This is an optimization exercise on Yosys and OpenROAD, whose aim is small area, not a production implementation. Function was checked by simulation only, so behaviour that the tests miss may differ from the original. The flow treats the clock pin as an ideal source. Dropping or thinning the clock tree relies on that and would not hold on a real chip. Power figures rest on the tool's default switching activity, not on a simulated workload.

Setup of JK:
Design pong_top, start of the top module:
module pong_top(clk, rst, btn, video_on, pixel_x, pixel_y, rgb);
clock: 10.0 ns
lec_check: 0
cap_margin: 20
core_margin: 2
core_utilization: 40
gpl_timing_driven: 0
slew_margin: 20
standard.sh (not shown) runs the stock make flow with config.mk's settings and CLKGATE_MAP_FILE= SYNTH_SCRIPT=/design/flow/synth_recipe.tcl, a recipe that flattens the netlist after the stock synthesis.
==> flow/flow/run.sh <==
#!/bin/bash
# Own layout flow: the standard flow (standard.sh) with
#  - synthesis by the standard flow's synthesis script, except that Yosys's abc pass is
#    run with each area-oriented ABC script abc*.script and the smallest
#    result kept (synth.tcl), and no full/half-adder extraction;
#  - port buffers of the smallest buffer cell (buf_1);
#  - the clock tree that clock tree synthesis builds replaced by one level
#    of clock buffers (post_cts.tcl, run as ORFS's POST_CTS_TCL hook).
# Every tool's output goes to a log file in the work folder (synth.log,
# layout.log) and ORFS's own logs under orfs/logs.
set -euo pipefail
W=$PWD
export FLOW_FLOW_DIR=$W/flow
export POST_CTS_TCL=$W/flow/post_cts.tcl
export FLOW_CLK_NBUF=2 FLOW_CLK_BUF=sky130_fd_sc_hd__clkbuf_16
EXTRA="SYNTH_SCRIPT=$W/flow/synth.tcl ADDER_MAP_FILE="
EXTRA="$EXTRA BUFFER_PORTS_ARGS='-buffer_cell sky130_fd_sc_hd__buf_1'"
EXTRA="$EXTRA CTS_ARGS='-sink_clustering_enable -repair_clock_nets -dont_use_dummy_load'"
sed -e "s|SYNTH_SCRIPT=[^ ]*|$EXTRA|" standard.sh > own_standard.sh
bash own_standard.sh synth > synth.log 2>&1
bash own_standard.sh finish > layout.log 2>&1
Other scripts of this flow, unchanged in this note and not shown: flow/flow/abc1.script, flow/flow/abc2.script, flow/flow/abc3.script, flow/flow/abc4.script, flow/flow/abc5.script, flow/flow/abc6.script, flow/flow/abc7.script, flow/flow/abc8.script, flow/flow/post_cts.tcl, flow/flow/synth.tcl
JK: done, clean on timing, DRC and antenna
For MS, these inputs were changed with respect to JK:
- a deleted GPL_TIMING_DRIVEN that had been 0
Notes after the runs:
- Any difference in peak supply drop between MS and JK is small enough to ignore.
- Data required time of the critical path essentially unchanged between JK and MS.
- MS vs JK on filler cell count: MS is the higher one.
- Of MS and JK, it is MS that has the lower count of non-filler cells in the finished layout.
- Taking JK as the reference point, the setup slack of MS rises by 0.33 ns.
- The core of MS is less densely filled than that of JK.
- Going from JK to MS, final period demand of the worst path dropped 0.33 ns; actual slew at the worst max-slew pin barely changed; fraction of area in registers climbed 0.34 points.
- MS vs JK, maximum frequency went up by about 5%.
- Cell with the largest stage delay on the worst path: nor4_1 -> MS, or4_1 -> JK
- In the reports for JK and MS, the smaller met2 track demand over resource belongs to JK.
No run of this note takes its clock network from TritonCTS; it comes from the design's own scripts or RTL.

build 7:
The RTL this note starts from:
==> flow/design.v <==
`timescale 1ns / 1ps
module AISO(reset, clk, reset_S);
    input           reset, clk;
    output  wire    reset_S;
    reg             Qmeta, Qok;
    always @ (posedge reset, posedge clk)
        if (reset) {Qmeta,Qok} <= 2'b0;
        else       {Qmeta,Qok} <= {1'b1,Qmeta};
    assign reset_S = ~Qok;
endmodule
`timescale 1ns / 1ps
module pulsegeneration(reset, clk, tick);
    input               clk, reset;
    output              tick;
    localparam [19:0] END  = 20'h41653;
    localparam [19:0] MASK = 20'hBFFFF;
    reg  [19:0] q;
    wire        clr = reset | tick;
    assign tick = ((q & MASK) == (END & MASK));
    always @(posedge clk)
        q <= {~(q[18:0] | {19{clr}}), ~(clr | (q[19] ^ q[16]))};
endmodule
`timescale 1ns / 1ps
module DBstatemachine(reset, clk, sw, m_tick, out);
    input           clk, reset;
    input           sw, m_tick;
    output reg      out;
    reg     [1:0]   cnt;
    wire            diff = sw ^ out;
    always @(posedge clk)
        if (reset) begin
            out <= 1'b0;
            cnt <= 2'd0;
        end else if (!diff)
            cnt <= 2'd0;
        else if (cnt == 2'd0)
            cnt <= 2'd1;
        else if (m_tick) begin
            cnt <= cnt + 2'd1;
            if (cnt == 2'd3) out <= ~out;
        end
endmodule
`timescale 1ns / 1ps
module debounce (reset, clk, tick, button_in, db_signal);
    input               reset, clk, tick, button_in;
    output              db_signal;
    DBstatemachine
        statemachine    (.reset(reset), .clk(clk), .sw(button_in),
                         .m_tick(tick), .out(db_signal));
endmodule
`timescale 1ns / 1ps
module pong_graph_animate(clk, rst, btn, video_on, pixel_x, pixel_y, graph_rgb);
    input                clk, rst;
    input        [1:0]   btn;
    input                video_on;
    input        [9:0]   pixel_x, pixel_y;
    output       [11:0]  graph_rgb;
    reg     [7:0]   pad;
    reg     [9:0]   bx, by;
    reg             vi, vx, vy;
    wire    [7:0]   pad_n;
    wire    [9:0]   bx_n, by_n;
    wire            vi_n, vx_n, vy_n;
    graph_core core(.btn(btn), .video_on(video_on), .pixel_x(pixel_x), .pixel_y(pixel_y),
                    .pad(pad), .bx(bx), .by(by), .vi(vi), .vx(vx), .vy(vy),
                    .graph_rgb(graph_rgb), .pad_n(pad_n), .bx_n(bx_n), .by_n(by_n),
                    .vi_n(vi_n), .vx_n(vx_n), .vy_n(vy_n));
    always @(posedge clk, posedge rst)
        if (rst) begin
            pad <= 8'd102;
            bx  <= 10'd0;
            by  <= 10'd0;
        end else begin
            pad <= pad_n;
            bx  <= bx_n;
            by  <= by_n;
        end
    always @(posedge clk)
        if (rst) begin
            vi <= 1'b1; vx <= 1'b1; vy <= 1'b0;
        end else begin
            vi <= vi_n; vx <= vx_n; vy <= vy_n;
        end
endmodule
module graph_core(btn, video_on, pixel_x, pixel_y, pad, bx, by, vi, vx, vy,
                  graph_rgb, pad_n, bx_n, by_n, vi_n, vx_n, vy_n);
    input        [1:0]   btn;
    input                video_on;
    input        [9:0]   pixel_x, pixel_y;
    input        [7:0]   pad;
    input        [9:0]   bx, by;
    input                vi, vx, vy;
    output       [11:0]  graph_rgb;
    output       [7:0]   pad_n;
    output       [9:0]   bx_n, by_n;
    output reg           vi_n, vx_n, vy_n;
    function [10:0] sub10;
        input [9:0] a;
        input [9:0] b;
        integer i;
        reg w;
        begin
            w = 1'b0;
            for (i = 0; i < 10; i = i + 1) begin
                sub10[i] = a[i] ^ b[i] ^ w;
                w = (~a[i] & b[i]) | (~(a[i] ^ b[i]) & w);
            end
            sub10[10] = w;
        end
    endfunction
    function ge10;
        input [9:0] x;
        input [9:0] k;
        integer i;
        reg g;
        begin
            g = 1'b1;
            for (i = 0; i < 10; i = i + 1)
                g = k[i] ? (x[i] & g) : (x[i] | g);
            ge10 = g;
        end
    endfunction
    function [9:0] step10;
        input [9:0] x;
        input       en, up2, down;
        integer i;
        reg c;
        begin
            step10[0] = x[0] ^ (en & ~up2);
            c = en & (up2 | (x[0] ^ down));
            for (i = 1; i < 10; i = i + 1) begin
                step10[i] = x[i] ^ c;
                c = c & (x[i] ^ (down & ~up2));
            end
        end
    endfunction
    wire refr = (pixel_y == 10'd481) && (pixel_x == 10'd0);
    wire pad_dn = btn[1] & ~ge10({2'b0, pad}, 10'd203);
    wire pad_up = ~pad_dn & btn[0] & ge10({2'b0, pad}, 10'd2);
    wire pen = refr & (pad_dn | pad_up);
    wire [9:0] pad_s = step10({2'b0, pad}, pen, 1'b0, pad_up);
    assign pad_n = pad_s[7:0];
    assign bx_n = step10(bx, refr, vi, vx);
    assign by_n = step10(by, refr, vi & vx, vy);
    wire top  = (by == 10'd0);
    wire bot  = ge10(by, 10'd473) & ~ge10(by, 10'd1017);
    wire wall = ~ge10(bx, 10'd36);
    wire hitx = (bx[9:2] == 8'd148) & (bx[1:0] != 2'd0) | (bx == 10'd596);
    wire [10:0] qd = sub10({1'b0, by[9:1]}, {2'b0, pad});
    wire [9:0] q = qd[9:0];
    wire q_lo = (q[9:6] == 4'd0) & (~q[5] | (q[4:2] == 3'd0));
    wire q_neg = (q[9:2] == 8'hff) & ((q[1:0] != 2'd0) | by[0]);
    wire hity = q_lo | q_neg;
    always @* begin
        vi_n = vi; vx_n = vx; vy_n = vy;
        if (top) begin
            vy_n = 1'b0;
            if (vi) vx_n = 1'b0;
        end else if (bot) begin
            vy_n = 1'b1;
            if (vi) vx_n = 1'b0;
        end else if (wall) begin
            vi_n = 1'b0; vx_n = 1'b0;
        end else if (hitx && hity) begin
            vi_n = 1'b0; vx_n = 1'b1;
        end
    end
    wire wall_on = (pixel_x[9:2] == 8'd8);                   
    wire [10:0] pd = sub10({1'b0, pixel_y[9:1]}, {2'b0, pad});
    wire paddle_on = (pixel_x[9:2] == 8'd150) & ~pd[10] & (pd[9:6] == 4'd0) &
                     (~pd[5] | (pd[4:2] == 3'd0));
    wire [10:0] dx = sub10(pixel_x, bx);
    wire [10:0] dy = sub10(pixel_y, by);
    wire xin = ~dx[10] & (dx[9:3] == 7'd0) & ~((bx[9:3] == 7'h7f) & (bx[2:0] != 3'd0));
    wire yin = ~dy[10] & (dy[9:3] == 7'd0) & ~((by[9:3] == 7'h7f) & (by[2:0] != 3'd0));
    wire [2:0] c = dx[2:0];
    wire [2:0] r = dy[2:0];
    reg rom_bit;
    always @*
        case (r)
            3'd0, 3'd7: rom_bit = (c >= 3'd2) && (c <= 3'd5);
            3'd1, 3'd6: rom_bit = (c >= 3'd1) && (c <= 3'd6);
            default:    rom_bit = 1'b1;
        endcase
    wire ball_on = xin & yin & rom_bit;
    assign graph_rgb = !video_on ? 12'h000 :
                       wall_on   ? 12'h00f :
                       paddle_on ? 12'h0f0 :
                       ball_on   ? 12'hf00 : 12'haaa;
endmodule
`timescale 1ns / 1ps
module pong_top(clk, rst, btn, video_on, pixel_x, pixel_y, rgb);
    input           clk, rst;
    input    [1:0]  btn;
    input           video_on;
    input    [9:0]  pixel_x, pixel_y;
    output  [11:0]  rgb;
    wire            reset_S;
    wire            tick;
    wire     [1:0]  button;
    AISO
        AISO(.reset(rst), .clk(clk), .reset_S(reset_S));
    pulsegeneration
        pulse(.reset(reset_S), .clk(clk), .tick(tick));
    debounce
          d0(.reset(reset_S), .clk(clk), .tick(tick), .button_in(btn[0]), .db_signal(button[0]));
    debounce
          d1(.reset(reset_S), .clk(clk), .tick(tick), .button_in(btn[1]), .db_signal(button[1]));
    pong_graph_animate
         GRAPH(.clk(clk),
               .rst(reset_S),
               .btn(button),
               .video_on(video_on),
               .pixel_x(pixel_x),
               .pixel_y(pixel_y),
               .graph_rgb(rgb)
               );
endmodule
export LEC_CHECK = 0
export CAP_MARGIN = 20
export CORE_MARGIN = 2
export CORE_UTILIZATION = 40
export SLEW_MARGIN = 20
create_clock -name core_clock -period 10.0 [get_ports {clk}]
==> flow/flow/run.sh <==
#!/bin/bash
# Own layout flow: the standard flow (standard.sh) with
#  - synthesis by the standard flow's synthesis script, but Yosys's abc pass given an
#    area-oriented ABC script (abc.script) and no full/half-adder extraction;
#  - port buffers of the smallest buffer cell;
#  - clock tree synthesis without dummy loads.
# Every tool's output goes to a log file in the work folder (and ORFS's own
# logs under orfs/logs).
set -euo pipefail
W=$PWD
export FLOW_ABC_SCRIPT=$W/flow/abc.script
EXTRA="SYNTH_SCRIPT=$W/flow/synth.tcl ADDER_MAP_FILE="
EXTRA="$EXTRA BUFFER_PORTS_ARGS='-buffer_cell sky130_fd_sc_hd__buf_1'"
EXTRA="$EXTRA CTS_ARGS='-sink_clustering_enable -sink_clustering_size 30 -sink_clustering_max_diameter 80 -buf_list sky130_fd_sc_hd__clkbuf_4 -repair_clock_nets -dont_use_dummy_load'"
sed -e "s|SYNTH_SCRIPT=[^ ]*|$EXTRA|" standard.sh > own_standard.sh
bash own_standard.sh synth > synth.log 2>&1
bash own_standard.sh finish > layout.log 2>&1
==> flow/flow/abc.script <==
strash
dc2
balance
rewrite
refactor
balance
rewrite
rewrite -z
balance
refactor -z
rewrite -z
balance
dch -f
amap
==> flow/flow/synth.tcl <==
# The standard flow's synthesis script (synth_recipe.tcl), with Yosys's abc pass run on
# an area-oriented ABC script instead of ORFS's speed script.
proc synth {args} { yosys synth -nofsm -noshare {*}$args }
proc abc {args} {
  set i [lsearch -exact $args -script]
  if {$i >= 0} { lset args [expr {$i + 1}] $::env(FLOW_ABC_SCRIPT) }
  yosys abc {*}$args
}
source $::env(SCRIPTS_DIR)/synth.tcl
# left out here: clear keep_hierarchy, flatten, clean up, hide names made inside functions, write 1_2_yosys.v
[inputs] build 37 vs build 7
--- a/flow/flow/run.sh
+++ b/flow/flow/run.sh
@@ -13,3 +13,3 @@
 EXTRA="$EXTRA BUFFER_PORTS_ARGS='-buffer_cell sky130_fd_sc_hd__buf_1'"
-EXTRA="$EXTRA CTS_ARGS='-sink_clustering_enable -sink_clustering_size 30 -sink_clustering_max_diameter 80 -buf_list sky130_fd_sc_hd__clkbuf_4 -repair_clock_nets -dont_use_dummy_load'"
+EXTRA="$EXTRA CTS_ARGS='-sink_clustering_enable -repair_clock_nets -dont_use_dummy_load'"
 sed -e "s|SYNTH_SCRIPT=[^ ]*|$EXTRA|" standard.sh > own_standard.sh
==> notes.md <==
No run among build 37 and build 7 stopped early or left any final violation; all are clean.
The run showing the greater post-detailed-route wirelength per cell is build 37.
Relative to build 7, clock-pin slew of the registers on the worst-case setup and hold paths decreased by 0.03 ns in build 37.
~same maximum number of pins on one net before global-route repair in build 37 and build 7
Relative slew slack deteriorates in build 37 relative to build 7.
Setup slack after placement came out exactly the same in build 37 and build 7.
Measured against each other, build 37 and build 7 differ in hold slack, the lower figure coming from build 37.
Between build 7 and build 37, the combinational power does not differ in any meaningful way.
Build 37 vs build 7 — clock network fraction of total power rose 6.9 points.

==> what the ideal ports hide <==
The flow's constraints put no driver on any port. The routed layouts listed below were extracted and timed again, unchanged, in two steps. Step 1 (the two cells are an assumption about what drives the block):
set clk [get_ports {clk}]
set_driving_cell -lib_cell sky130_fd_sc_hd__clkbuf_16 $clk
set_driving_cell -lib_cell sky130_fd_sc_hd__buf_2 [delete_from_list [all_inputs] $clk]
Step 2, shift: input delay + t, output delay - t, t = (earliest + latest rising clock arrival at the registers) / 2. This alone moves slack from input paths to output paths. a / b / c = no drivers / after step 1 / after step 2; a / b = the first two.
run | shift t [ns] | setup slack, ns | latest minus earliest clock arrival (ns) | cell pins on the clock port's net
JK | 0.222 | 3.047 / 3.020 / 3.020 | 0.009 / 0.009 | 2
MS | 0.215 | 3.378 / 3.354 / 3.354 | 0.007 / 0.006 | 2
build 7 | 0.403 | 3.121 / 3.093 / 3.093 | 0.027 / 0.027 | 1
build 37 | 0.355 | 3.070 / 3.042 / 3.042 | 0.019 / 0.019 | 1
After both steps every run listed still meets setup and hold.
